From an optimization exercise on the open Yosys and OpenROAD flow, aimed at a short achievable clock period and few clock cycles; shortcuts taken in it are not production practice.
Function was checked by simulation only, so behaviour that the tests miss may differ from the original.
No activity file was given, so power comes from the tool's default toggle rates.

**flow/constraint.sdc**
```tcl
create_clock -name core_clock -period 8.0 [get_ports {clk}]
set_input_delay 1.6000 -clock core_clock [delete_from_list [all_inputs] [get_ports {clk}]]
set_output_delay 1.6000 -clock core_clock [all_outputs]
set_load 0.01 [all_outputs]
```
**flow/run.sh**
```bash
#!/bin/bash
# synth_recipe.tcl (not shown) runs the flow's synth.tcl, then flattens the netlist and writes it again
# the make line also repeats each setting of config.mk as NAME=value (left out here)
make -C /OpenROAD-flow-scripts/flow DESIGN_CONFIG=/design/flow/config.mk WORK_HOME=/design/flow/orfs CLKGATE_MAP_FILE= SYNTH_SCRIPT=/design/flow/synth_recipe.tcl finish
```
**flow/design.v**
```verilog
`timescale 1ns / 1ps
module ControlUnit (
    input  logic [31:0] instrCode,
    output logic        isR,
    output logic        isI,
    output logic        isLd,
    output logic        isSt,
    output logic        isBr,
    output logic        isLui,
    output logic        isAui,
    output logic        isJal,
    output logic        isJalr,
    output logic        usesRs1,
    output logic        usesRs2,
    output logic        writesRd,
    output logic [31:0] imm
);
    wire [4:0] opc = instrCode[6:2];
    assign isR    = (opc == 5'b01100);
    assign isI    = (opc == 5'b00100);
    assign isLd   = (opc == 5'b00000);
    assign isSt   = (opc == 5'b01000);
    assign isBr   = (opc == 5'b11000);
    assign isLui  = (opc == 5'b01101);
    assign isAui  = (opc == 5'b00101);
    assign isJal  = (opc == 5'b11011);
    assign isJalr = (opc == 5'b11001);
    assign usesRs1  = isR | isI | isLd | isSt | isBr | isJalr;
    assign usesRs2  = isR | isSt | isBr;
    assign writesRd = (isR | isI | isLd | isLui | isAui | isJal | isJalr) & (instrCode[11:7] != 5'd0);
    always_comb begin
        if (isSt)
            imm = {{20{instrCode[31]}}, instrCode[31:25], instrCode[11:7]};
        else if (isBr)
            imm = {{20{instrCode[31]}}, instrCode[7], instrCode[30:25], instrCode[11:8], 1'b0};
        else if (isLui | isAui)
            imm = {instrCode[31:12], 12'b0};
        else if (isJal)
            imm = {{12{instrCode[31]}}, instrCode[19:12], instrCode[20], instrCode[30:21], 1'b0};
        else
            imm = {{20{instrCode[31]}}, instrCode[31:20]};
    end
endmodule
`timescale 1ns / 1ps
module RegRead (
    input  logic [31:1][31:0] q,
    input  logic [31:1]       sel,
    input  logic              hit0,
    input  logic [31:0]       wd0,
    input  logic              hit1,
    input  logic [31:0]       wd1,
    input  logic              hit2,
    input  logic [31:0]       wd2,
    output logic [31:0]       rd
);
    logic [31:0] rq;
    always_comb begin
        rq = 32'd0;
        for (int i = 1; i < 32; i++)
            rq = rq | ({32{sel[i]}} & q[i]);
        if (hit0) rd = wd0;
        else if (hit1) rd = wd1;
        else if (hit2) rd = wd2;
        else rd = rq;
    end
endmodule
module ksadd #(
    parameter int W = 32,
    parameter int L = 5        
) (
    input  logic [W-1:0] a,
    input  logic [W-1:0] b,
    input  logic         cin,
    output logic [W-1:0] s,
    output logic         cout
);
    logic [W-1:0] g [0:L];
    logic [W-1:0] p [0:L];
    logic [W-1:0] x;
    assign x    = a ^ b;
    assign g[0] = (a & b) | {{(W-1){1'b0}}, x[0] & cin};
    assign p[0] = {x[W-1:1], 1'b0};
    genvar l, i;
    generate
        for (l = 0; l < L; l++) begin : g_lvl
            for (i = 0; i < W; i++) begin : g_bit
                if (i >= (1 << l)) begin : g_op
                    assign g[l+1][i] = g[l][i] | (p[l][i] & g[l][i-(1<<l)]);
                    assign p[l+1][i] = p[l][i] & p[l][i-(1<<l)];
                end else begin : g_pass
                    assign g[l+1][i] = g[l][i];
                    assign p[l+1][i] = p[l][i];
                end
            end
        end
    endgenerate
    assign s    = x ^ {g[L][W-2:0], cin};
    assign cout = g[L][W-1];
endmodule
`timescale 1ns / 1ps
module CPU_RV32I (
    input  logic        clk,
    input  logic        reset,
    input  logic [31:0] instrCode,
    output logic [31:0] instrMemAddr,
    output logic        busWe,
    output logic [31:0] busAddr,
    output logic [31:0] busWData,
    input  logic [31:0] busRData,
    output logic        transfer,
    input  logic        ready
);
    localparam int QN = 4;      
    localparam int QW = 2;      
    localparam int CI = 5;      
    localparam int CT = 10 - CI;
    logic [31:0] pc;
    logic        d_valid;
    logic [31:0] d_ir, d_pc, d_pc4, d_btgt, d_imm;
    logic        d_isR, d_isI, d_isLd, d_isSt, d_isBr, d_isLui, d_isAui, d_isJal, d_isJalr;
    logic        d_usesRs1, d_usesRs2, d_writesRd, d_pred;
    logic [31:0] d_rv1, d_rv2;    
    logic        e_valid;
    logic [31:0] e_a, e_b, e_bx, e_x, e_s, e_alt, e_link;
    logic [ 4:0] e_shamt;
    logic        e_sub, e_sra;
    logic [ 7:0] e_sel;
    logic        e_linksel;
    logic        e_isLd, e_isSt, e_isBr, e_isJal, e_isJalr, e_pred;
    logic [ 2:0] e_bf3;
    logic        e_wr;
    logic [ 4:0] e_rd;
    logic        l_red;
    logic [31:0] l_tgt;
    logic        w_we;
    logic [31:1] w_oh, l_oh, h_oh;    
    logic [ 4:0] w_rd;
    logic [31:0] w_res;
    logic          m_v, m_we;
    logic [31:0]   m_addr, m_data;
    logic [ 4:0]   m_rd;
    logic [2**CI-1:0] m_oh;     
    logic          h_v;
    logic [ 4:0]   h_rd;
    logic [31:0]   h_data;
    logic          c_v   [2**CI];
    logic [CT-1:0] c_tag [2**CI];
    logic [31:0]   c_data[2**CI];
    logic          b_we  [QN];
    logic [31:0]   b_addr[QN];
    logic [31:0]   b_data[QN];
    logic [ 4:0]   b_rd  [QN];  
    logic          b_sv  [QN];  
    logic [QW-1:0] b_rp, b_wp;  
    logic [QN-1:0] q_occ;       
    logic        q0_v, q0_we;
    logic [31:0] q0_addr, q0_data;
    logic          l_v;
    logic [ 4:0]   l_rd;
    logic [31:0]   l_data;
    logic          l_fill;
    logic [CI-1:0] l_idx;
    logic [CT-1:0] l_tag;
    assign instrMemAddr = pc;
    assign transfer     = q0_v;
    assign busWe        = q0_we;
    assign busAddr      = q0_addr;
    assign busWData     = q0_data;
    logic isR, isI, isLd, isSt, isBr, isLui, isAui, isJal, isJalr;
    logic usesRs1, usesRs2, writesRd;
    logic [31:0] imm;
    ControlUnit U_ControlUnit (
        .instrCode(instrCode),
        .isR(isR), .isI(isI), .isLd(isLd), .isSt(isSt), .isBr(isBr),
        .isLui(isLui), .isAui(isAui), .isJal(isJal), .isJalr(isJalr),
        .usesRs1(usesRs1), .usesRs2(usesRs2), .writesRd(writesRd),
        .imm(imm)
    );
    wire f_pred = isBr & (instrCode[31] | instrCode[12]);
    logic [31:0] f_pc4;
    logic [18:0] bhi_p1, bhi_m1;
    logic        co0, co1, co2;
    ksadd #(32, 5) U_FPC4 (.a(pc), .b(32'd4), .cin(1'b0), .s(f_pc4), .cout(co0));
    ksadd #(19, 5) U_BHP1 (.a(pc[31:13]), .b(19'd1), .cin(1'b0), .s(bhi_p1), .cout(co1));
    ksadd #(19, 5) U_BHM1 (.a(pc[31:13]), .b(19'h7ffff), .cin(1'b0), .s(bhi_m1), .cout(co2));
    wire [12:0] immB = {instrCode[31], instrCode[7], instrCode[30:25], instrCode[11:8], 1'b0};
    logic [12:0] blo;
    logic        bc;
    ksadd #(13, 4) U_BLO (.a(pc[12:0]), .b(immB), .cin(1'b0), .s(blo), .cout(bc));
    logic [18:0] bhi;
    always_comb begin
        case ({instrCode[31], bc})
            2'b01:   bhi = bhi_p1;
            2'b10:   bhi = bhi_m1;
            default: bhi = pc[31:13];
        endcase
    end
    wire [31:0] f_btgt = {bhi, blo};
    wire [31:0] f_next = f_pred ? f_btgt : f_pc4;
    logic [31:1] f_oh1, f_oh2;
    always_comb begin
        for (int i = 1; i < 32; i++) begin
            f_oh1[i] = (instrCode[19:15] == i);
            f_oh2[i] = (instrCode[24:20] == i);
        end
    end
    logic [31:1][31:0] regs;
    logic [31:0]       f_rv1, f_rv2;
    RegRead U_RD1 (
        .q(regs), .sel(f_oh1),
        .hit0(w_we & (w_rd == instrCode[19:15])), .wd0(w_res),
        .hit1(l_v & (l_rd == instrCode[19:15])), .wd1(l_data),
        .hit2(h_v & (h_rd == instrCode[19:15])), .wd2(h_data),
        .rd(f_rv1)
    );
    RegRead U_RD2 (
        .q(regs), .sel(f_oh2),
        .hit0(w_we & (w_rd == instrCode[24:20])), .wd0(w_res),
        .hit1(l_v & (l_rd == instrCode[24:20])), .wd1(l_data),
        .hit2(h_v & (h_rd == instrCode[24:20])), .wd2(h_data),
        .rd(f_rv2)
    );
    wire [4:0] rd  = d_ir[11:7];
    wire [4:0] rs1 = d_ir[19:15];
    wire [4:0] rs2 = d_ir[24:20];
    wire [2:0] f3  = d_ir[14:12];
    always_ff @(posedge clk) begin
        for (int i = 1; i < 32; i++) begin
            if (w_oh[i]) regs[i] <= w_res;
            else if (l_oh[i]) regs[i] <= l_data;
            else if (h_oh[i]) regs[i] <= h_data;
        end
    end
    logic [31:0] v1, v2;
    always_comb begin
        if (w_we && w_rd == rs1) v1 = w_res;
        else if (l_v && l_rd == rs1) v1 = l_data;
        else if (h_v && h_rd == rs1) v1 = h_data;
        else v1 = d_rv1;
        if (w_we && w_rd == rs2) v2 = w_res;
        else if (l_v && l_rd == rs2) v2 = l_data;
        else if (h_v && h_rd == rs2) v2 = h_data;
        else v2 = d_rv2;
    end
    wire [4:0] e_ldrd = (e_valid & e_isLd) ? e_rd : 5'd0;
    wire [4:0] m_ldrd = (m_v & ~m_we) ? m_rd : 5'd0;
    logic pend1, pend2;
    always_comb begin
        pend1 = (e_ldrd == rs1) | (m_ldrd == rs1);
        pend2 = (e_ldrd == rs2) | (m_ldrd == rs2);
        for (int k = 0; k < QN; k++) begin
            pend1 = pend1 | (b_rd[k] == rs1);
            pend2 = pend2 | (b_rd[k] == rs2);
        end
        pend1 = pend1 & (rs1 != 5'd0);
        pend2 = pend2 & (rs2 != 5'd0);
    end
    wire e_mem = e_valid & (e_isLd | e_isSt);
    wire haz_ld  = (d_usesRs1 & pend1) | (d_usesRs2 & pend2);
    wire q_full  = q_occ[QN-1] | (q_occ[QN-2] & (e_mem | m_v)) | (q_occ[QN-3] & e_mem & m_v);
    wire haz_mem = (d_isLd | d_isSt) & q_full;
    wire d_stall = d_valid & (haz_ld | haz_mem);
    wire e_fw = e_valid & e_wr;
    wire fwdA = d_usesRs1 & e_fw & (e_rd == rs1);
    wire fwdB = (d_isR | d_isBr) & e_fw & (e_rd == rs2);
    wire fwdS = d_isSt & e_fw & (e_rd == rs2);
    logic [31:0] e_result;
    logic ex_redirect;
    wire  d_go  = d_valid & ~d_stall & ~ex_redirect & ~l_red;
    wire        f_go   = ~l_red & ~ex_redirect & ~d_stall;
    wire [31:0] pc_alt = l_red ? l_tgt : (ex_redirect ? e_alt : pc);
    logic [31:0] d_jtgt;
    logic        co3;
    ksadd #(32, 5) U_JTGT (.a(d_pc), .b(d_imm), .cin(1'b0), .s(d_jtgt), .cout(co3));
    wire d_alu = d_isR | d_isI;
    wire d_sub = (d_isR & d_ir[30] & (f3 == 3'b000)) | (d_alu & (f3[2:1] == 2'b01)) | d_isBr;
    wire [31:0] d_a0 = d_isLui ? 32'd0 : (d_isAui ? d_pc : v1);
    wire [31:0] d_b0 = (d_isR | d_isBr) ? v2 : d_imm;
    wire [31:0] d_a  = fwdA ? e_result : d_a0;
    wire [31:0] d_b  = fwdB ? e_result : d_b0;
    wire [31:0] d_bx = d_b ^ {32{d_sub}};
    wire [31:0] d_x  = d_a ^ d_bx;
    wire e_ok = e_valid & ~l_red;
    wire [31:0] A  = e_a;
    wire [31:0] Bx = e_bx;
    wire [31:0] S  = e_s;
    logic [31:0] ag [0:5];
    logic [31:0] ap [0:5];
    assign ag[0] = (A & Bx) | {31'b0, e_x[0] & e_sub};
    assign ap[0] = {e_x[31:1], 1'b0};
    for (genvar l = 0; l < 5; l++) begin : g_alvl
        for (genvar i = 0; i < 32; i++) begin : g_abit
            if (i >= (1 << l)) begin : g_op
                assign ag[l+1][i] = ag[l][i] | (ap[l][i] & ag[l][i-(1<<l)]);
                assign ap[l+1][i] = ap[l][i] & ap[l][i-(1<<l)];
            end else begin : g_pass
                assign ag[l+1][i] = ag[l][i];
                assign ap[l+1][i] = ap[l][i];
            end
        end
    end
    wire [31:0] sum  = e_x ^ {ag[5][30:0], e_sub};
    wire        cout = ag[5][31];
    wire [31:0] lx  = e_x ^ {32{e_sub}};
    wire        eq  = &e_x;
    wire        ltu = ~cout;
    wire        lt  = (A[31] ^ e_b[31]) ? A[31] : sum[31];
    wire [31:0] sll = A << e_shamt;
    wire [31:0] srx = $signed({e_sra & A[31], A}) >>> e_shamt;
    wire [31:0] e_rest = ({32{e_sel[1]}} & sll)
                    | ({32{e_sel[2]}} & {31'b0, lt})
                    | ({32{e_sel[3]}} & {31'b0, ltu})
                    | ({32{e_sel[4]}} & lx)
                    | ({32{e_sel[5]}} & srx)
                    | ({32{e_sel[6]}} & (A | e_b))
                    | ({32{e_sel[7]}} & (A & e_b))
                    | ({32{e_linksel}} & e_link);
    assign e_result = ({32{e_sel[0]}} & sum) | e_rest;
    wire eq_type  = ~e_bf3[2];
    wire eq_taken = eq ^ e_bf3[0];
    wire lt_taken = (e_bf3[1] ? ltu : lt) ^ e_bf3[0];
    assign ex_redirect = e_ok & (e_isJal | (e_isBr & eq_type & (eq_taken ^ e_pred)));
    wire   late_red    = e_ok & (e_isJalr | (e_isBr & ~eq_type & (lt_taken ^ e_pred)));
    wire [CI-1:0] m_idx = m_addr[CI+1:2];
    wire [CT-1:0] m_tag = m_addr[11:CI+2];
    logic         m_hit;
    always_comb begin
        m_hit = 1'b0;
        for (int j = 0; j < 2**CI; j++)
            m_hit = m_hit | (m_oh[j] & c_v[j] & (c_tag[j] == m_tag));
    end
    wire          m_enq = m_v & (m_we | ~m_hit);
    wire          m_st  = m_v & m_we;
    wire deq = q0_v & ready;
    wire [QW-1:0] rp_n   = deq ? b_rp + 1'b1 : b_rp;
    wire          m_head = m_enq & (b_wp == rp_n);
    wire       cancel = e_ok & (e_wr | e_isLd);
    function automatic logic [4:0] kept(input logic [4:0] r);
        kept = (cancel && r == e_rd) ? 5'd0 : r;
    endfunction
    wire [4:0] m_nrd = m_we ? 5'd0 : kept(m_rd);
    wire [4:0] q0_rd = b_rd[b_rp];
    wire [CI-1:0] q0_idx = q0_addr[CI+1:2];
    logic         fill_skip;
    always_comb begin
        fill_skip = m_st & (m_idx == q0_idx);
        for (int k = 0; k < QN; k++)
            fill_skip = fill_skip | (b_sv[k] & (b_addr[k][CI+1:2] == q0_idx));
    end
    always_ff @(posedge clk, posedge reset) begin
        if (reset) begin
            pc      <= 32'd0;
            d_valid <= 1'b0;
            e_valid <= 1'b0;
            l_red   <= 1'b0;
            w_we    <= 1'b0;
            h_v     <= 1'b0;
            w_oh    <= '0;
            l_oh    <= '0;
            h_oh    <= '0;
            q0_v    <= 1'b0;
            b_rp    <= '0;
            b_wp    <= '0;
            q_occ   <= '0;
            l_v     <= 1'b0;
            l_fill  <= 1'b0;
            m_v     <= 1'b0;
            for (int k = 0; k < QN; k++) begin
                b_rd[k] <= 5'd0;
                b_sv[k] <= 1'b0;
            end
            for (int j = 0; j < 2**CI; j++) c_v[j] <= 1'b0;
        end else begin
            if (f_go) pc <= f_next;
            else pc <= pc_alt;
            if (l_red || ex_redirect) d_valid <= 1'b0;
            else if (!d_stall) d_valid <= 1'b1;
            e_valid <= d_go;
            l_red   <= late_red;
            w_we    <= e_ok & e_wr;
            h_v     <= m_v & ~m_we & m_hit & (m_rd != 5'd0);
            l_v     <= deq & ~q0_we & (kept(q0_rd) != 5'd0);
            for (int i = 1; i < 32; i++) begin
                w_oh[i] <= e_ok & e_wr & (e_rd == i);
                l_oh[i] <= deq & ~q0_we & (kept(q0_rd) == i);
                h_oh[i] <= m_v & ~m_we & m_hit & (m_rd == i);
            end
            l_fill  <= deq & ~q0_we & ~fill_skip;
            m_v     <= e_ok & (e_isLd | e_isSt);
            for (int j = 0; j < 2**CI; j++) begin
                if ((m_st && m_idx == j) || (l_fill && l_idx == j)) c_v[j] <= 1'b1;
            end
            q0_v <= q_occ[1] | (q_occ[0] & ~deq) | m_enq;
            for (int k = 0; k < QN; k++) begin
                if (m_enq && b_wp == k) begin
                    b_rd[k] <= m_nrd;
                    b_sv[k] <= m_we;
                end else if (deq && b_rp == k) begin
                    b_rd[k] <= 5'd0;
                    b_sv[k] <= 1'b0;
                end else begin
                    b_rd[k] <= kept(b_rd[k]);
                end
            end
            if (m_enq) b_wp <= b_wp + 1'b1;
            b_rp <= rp_n;
            case ({m_enq, deq})
                2'b10:   q_occ <= {q_occ[QN-2:0], 1'b1};
                2'b01:   q_occ <= {1'b0, q_occ[QN-1:1]};
                default: q_occ <= q_occ;
            endcase
        end
    end
    always_ff @(posedge clk) begin
        if (!d_stall) begin
            d_ir       <= instrCode;
            d_pc       <= pc;
            d_pc4      <= f_pc4;
            d_btgt     <= f_btgt;
            d_imm      <= imm;
            d_isR      <= isR;
            d_isI      <= isI;
            d_isLd     <= isLd;
            d_isSt     <= isSt;
            d_isBr     <= isBr;
            d_isLui    <= isLui;
            d_isAui    <= isAui;
            d_isJal    <= isJal;
            d_isJalr   <= isJalr;
            d_usesRs1  <= usesRs1;
            d_usesRs2  <= usesRs2;
            d_writesRd <= writesRd;
            d_pred     <= f_pred;
            d_rv1      <= f_rv1;
            d_rv2      <= f_rv2;
        end else begin
            d_rv1      <= v1;
            d_rv2      <= v2;
        end
        e_a       <= d_a;
        e_b       <= d_b;
        e_bx      <= d_bx;
        e_x       <= d_x;
        e_shamt   <= d_b[4:0];
        e_s       <= fwdS ? e_result : v2;
        e_alt     <= d_isJal ? d_jtgt : (d_pred ? d_pc4 : d_btgt);
        e_link    <= d_pc4;
        e_sub     <= d_sub;
        e_sra     <= d_ir[30];
        e_sel[0]  <= (~d_alu & ~d_isJal & ~d_isJalr) | (d_alu & (f3 == 3'b000));
        e_sel[1]  <= d_alu & (f3 == 3'b001);
        e_sel[2]  <= d_alu & (f3 == 3'b010);
        e_sel[3]  <= d_alu & (f3 == 3'b011);
        e_sel[4]  <= d_alu & (f3 == 3'b100);
        e_sel[5]  <= d_alu & (f3 == 3'b101);
        e_sel[6]  <= d_alu & (f3 == 3'b110);
        e_sel[7]  <= d_alu & (f3 == 3'b111);
        e_linksel <= d_isJal | d_isJalr;
        e_isLd    <= d_isLd;
        e_isSt    <= d_isSt;
        e_isBr    <= d_isBr;
        e_isJal   <= d_isJal;
        e_isJalr  <= d_isJalr;
        e_pred    <= d_pred;
        e_bf3     <= f3;
        e_wr      <= d_writesRd & ~d_isLd;
        e_rd      <= rd;
        l_tgt     <= e_isJalr ? {sum[31:1], 1'b0} : e_alt;
        w_rd      <= e_rd;
        w_res     <= e_result;
        h_rd      <= m_rd;
        h_data    <= c_data[m_idx];
        l_rd      <= q0_rd;
        l_data    <= busRData;
        l_idx     <= q0_addr[CI+1:2];
        l_tag     <= q0_addr[11:CI+2];
        m_we      <= e_isSt;
        m_addr    <= sum;
        m_data    <= S;
        m_rd      <= e_isLd ? e_rd : 5'd0;
        for (int j = 0; j < 2**CI; j++) m_oh[j] <= (sum[CI+1:2] == j);
        for (int j = 0; j < 2**CI; j++) begin
            if (m_st && m_idx == j) begin
                c_tag[j]  <= m_tag;
                c_data[j] <= m_data;
            end else if (l_fill && l_idx == j) begin
                c_tag[j]  <= l_tag;
                c_data[j] <= l_data;
            end
        end
        if (m_head) begin
            q0_we   <= m_we;
            q0_addr <= m_addr;
            q0_data <= m_data;
        end else begin
            q0_we   <= b_we[rp_n];
            q0_addr <= b_addr[rp_n];
            q0_data <= b_data[rp_n];
        end
        for (int k = 0; k < QN; k++) begin
            if (m_enq && b_wp == k) begin
                b_we[k]   <= m_we;
                b_addr[k] <= m_addr;
                b_data[k] <= m_data;
            end
        end
    end
endmodule
```
**flow/config.mk**
```make
export PLATFORM = sky130hd
export DESIGN_NAME = CPU_RV32I
export DESIGN_NICKNAME = CPU_RV32I
export VERILOG_FILES = /design/flow/design.v
export SDC_FILE = /design/flow/constraint.sdc
export NUM_CORES = 4
export LEC_CHECK = 0
export ABC_CLOCK_PERIOD_IN_PS = 2800
export CAP_MARGIN = 20
export CELL_PAD_IN_SITES_DETAIL_PLACEMENT = 1
export CELL_PAD_IN_SITES_GLOBAL_PLACEMENT = 2
export CORE_MARGIN = 2
export CORE_UTILIZATION = 35
export PLACE_DENSITY = 0.45
export SETUP_SLACK_MARGIN = 4.8
export SLEW_MARGIN = 20
export SYNTH_HIERARCHICAL = 1
```
==> notes.md <==
==> final timing paths <==
path                               start        end  cells past startpoint
setup / recovery           instrCode[19]   d_rv1[9]                     14
hold / removal                    e_s[2]  m_data[2]                      0
setup reg to reg              e_shamt[0]    e_x[12]                     10
hold reg to reg                   e_s[2]  m_data[2]                      0
max in group asynchronous          reset    c_v[22]                      3
min in group asynchronous          reset   w_oh[21]                      2
==> worst reg2reg max path: stages (launching register included) <==
cell and delay (ps):
dfxtp_4 400, buf_12 160, buf_16 150, mux4_2 550, mux4_2 520, o211ai_4 320, o2111ai_4 200, or4b_4 530
a22o_4 260, xnor2_4 130, xor2_1 190
==> stage by stage <==
stage / hold WS, ps / setup slack [ps] / instances / power, µW
final: 320 / 4440 / 23700 / 85300
after CTS: 322 / 4440 / 23200 / 82100
after global routing: 328 / 4380 / 23600 / 87500
after detailed placement: 313 / 1940 / 21800 / 57600
after global placement: 316 / 1790 / 21800 / 57100
after floorplan: 310 / 3830 / 15800 / 42900
==> routing by layer <==
metal	up-vias	part of all wire	GRT usage
li1	61300	-	-
met1	84300	0.39	0.525
met5	-	0.00039	0.00272
met4	30	0.075	0.253
met2	11100	0.43	0.607
met3	3005	0.11	0.0979
==> repair_timing <==
action,in CTS,in global routing
pin swaps,324,341
endpoints found under the setup margin,3077,898
buffers inserted,608,250
gates resized for setup,1944,703
cloned,77,25
==> sequential cells by signal (all words and copies together) (netlist names), 128 cells and up <==
register,cells
b_addr,128
regs,992
c_data,1024
b_data,128
c_tag,160
==> power by group <==
group          leakage [µW]  switching [µW]  internal (µW)  total (µW)
Clock               0.00656            8430          10800       19200
Sequential           0.0315            3440          23300       26800
Combinational        0.0379           24700          14600       39300
==> cells in the final DEF (no fill, tap or decap), drive strengths merged, types with 149 or more instances in the layout <==
| cell | count |
|---|---|
| nand2 | 1505 |
| buf | 1697 |
| a22o | 576 |
| nor3 | 201 |
| dfxtp | 634 |
| a22oi | 524 |
| mux2 | 1329 |
| edfxtp | 2596 |
| nand4 | 266 |
| mux2i | 1138 |
| nand3 | 229 |
| clkbuf | 608 |
| dfrtp | 198 |
| xor2 | 302 |
| xnor2 | 235 |
| mux4 | 149 |
| a21oi | 315 |
| a221oi | 526 |
| o21ai | 1338 |
| clkinv | 155 |
| nor2 | 386 |
==> layout make-up <==
cell class	instances	area (µm²)
inverters	131	520
clock inverters	192	1680
diodes	148	370
flip-flops and latches	3428	96200
fillers	53100	291000
repair buffers	1782	20400
clock buffers	579	11700
well taps	6916	8650
multi-input cells	10500	87200
==> metrics.md <==
| Metric | Value |
|---|---|
| Max Slew Vio Count | `0` |
| Delay-heaviest family, CP | `simple AND/OR/NAND/NOR gates` |
| IO Port Bufs | `162` |
| Placed instance area | `193000 µm²` |
| Worst Setup End Kind | `flop` |
| First-pass GRT wire length | `1450 mm` |
| Final Wtd Congestion | `0.951` |
| Total GRT Usage | `0.405` |
| CP Cell Sequence | `buf_16 > buf_12 > nand2b_4 > nor3_4 > buf_12 > buf_6 > buf_6 > a22o_1 > a221oi_2 > nand4_1 > nor3_2 > buf_4 > o31ai_4 > mux2_4` |
| Critical path arrival | `4470 ps` |
| Fmax | `~280 MHz` |
| Final instance area | `227000 µm²` |
| Synth-to-Final Area Change | `24.5%` |
| DIE HEIGHT | `just over 700 µm` |
| Pwr/cell area | `376 nW/µm²` |
| Routed via count | `approximately 160k` |
| CTS H-Tree Depth | `5` |
| Flop-to-flop setup slack | `4490 ps` |
| Outcome | `finished clean` |
| Worst hold-check path type | `flop to flop` |
| Clk latency of the worst-skew pair | `1060 ps` |
| CTS tree | `yes` |
| Wirelength per Cell | `47.2 µm` |
| Final wirelength | `1120 mm` |
| IO Count | `~170` |
| Worst setup SP type | `input pin` |
| Via/cell ratio | `6.75` |
| DIE AREA | `526000 µm²` |
| Area of the core | `518000 µm²` |
| Worst-path clk slew | `60 ps` |
| Relative slew slack | `0.140` |
| WS Path Type | `input pin to flop` |
| CTS max path bufs | `4` |
| Avg Inst Size Synth | `11.6 µm²` |
| DP HPWL | `660 mm` |
| Worst Tran Pin Value | `1290 ps` |
| CTS Buf Count | `slightly above 400` |
| DRC violations left | `0` |
| CP max stage delay | `roughly 470 ps` |
| # clock sinks | `roughly 3400` |
| Initial antenna violation count | `approximately 120` |
| CTS Hold Bufs | `0` |
| Maxcap violations | `0` |
| Endpoints failing setup | `0` |
| Largest net degree at the start of global routing | `128` |
| Vias in the first global route | `~150k` |
| Final Util | `0.438` |
| Final period util | `0.445` |
| Unrepaired setup endpoints after global routing | `true` |
| NumNets Final | `16400` |
| Crit path max fanout | `5` |
| Drt first pass iters | `7` |
| Grt ovf | `0` |
| DRT iter0 DRCs | `between 20000 and 25000` |
| Final hold vios | `0` |
| Final min period | `approximately 3600 ps` |
| CP required | `between 8000 and 9000 ps` |
| Fraction of layout cells with a size suffix above 1 | `0.317` |
| Die Wd | `725 µm` |
| WP buf/inv | `6` |
| Starting Density | `0.352` |
| # rows | `264` |
| Setup Skew | `86.1 ps` |
| YS warnings | `28` |
| Syn Inst Count | `15800` |
| Final ANT Viol Nets | `0` |
| Setup_tns | `0 ps` |
| Clk root buf | `clkbuf_16` |
| Mapped Area | `182000 µm²` |
| Static leakage | `0.0760 µW` |
| CP max-delay cell | `nand4_1` |
| Max VDD drop | `between 0.3 and 0.4 mV` |
Testbench counts, summed over its fixed seeds: cycles 69,834.

==> what the ideal ports hide <==
Ports are ideal in the flow. The routed layout listed here was re-timed in OpenROAD.
Step 1 (the two cells are an assumption about what drives the block):
set clk [get_ports {clk}]
set_driving_cell -lib_cell sky130_fd_sc_hd__clkbuf_16 $clk
set_driving_cell -lib_cell sky130_fd_sc_hd__buf_2 [delete_from_list [all_inputs] $clk]
Step 2 times the ports against the registers' clock, not the clock port: input delays grow and output delays shrink by t, the midpoint of the rising clock arrivals with the driver on.
Three values: no drivers, after step 1, after step 2; two values: the first two.
t (ns): 1.170
setup WS [ns]: 4.440 / 4.368 / 3.325
worst hold slack (ns): 0.320 / 0.320 / 0.320
clock arrival spread, ns: 0.104 / 0.103
After both steps setup and hold are still met in this run. For this run, drivers alone change the setup slack by -0.072 ns; drivers and shift together by -1.115 ns.
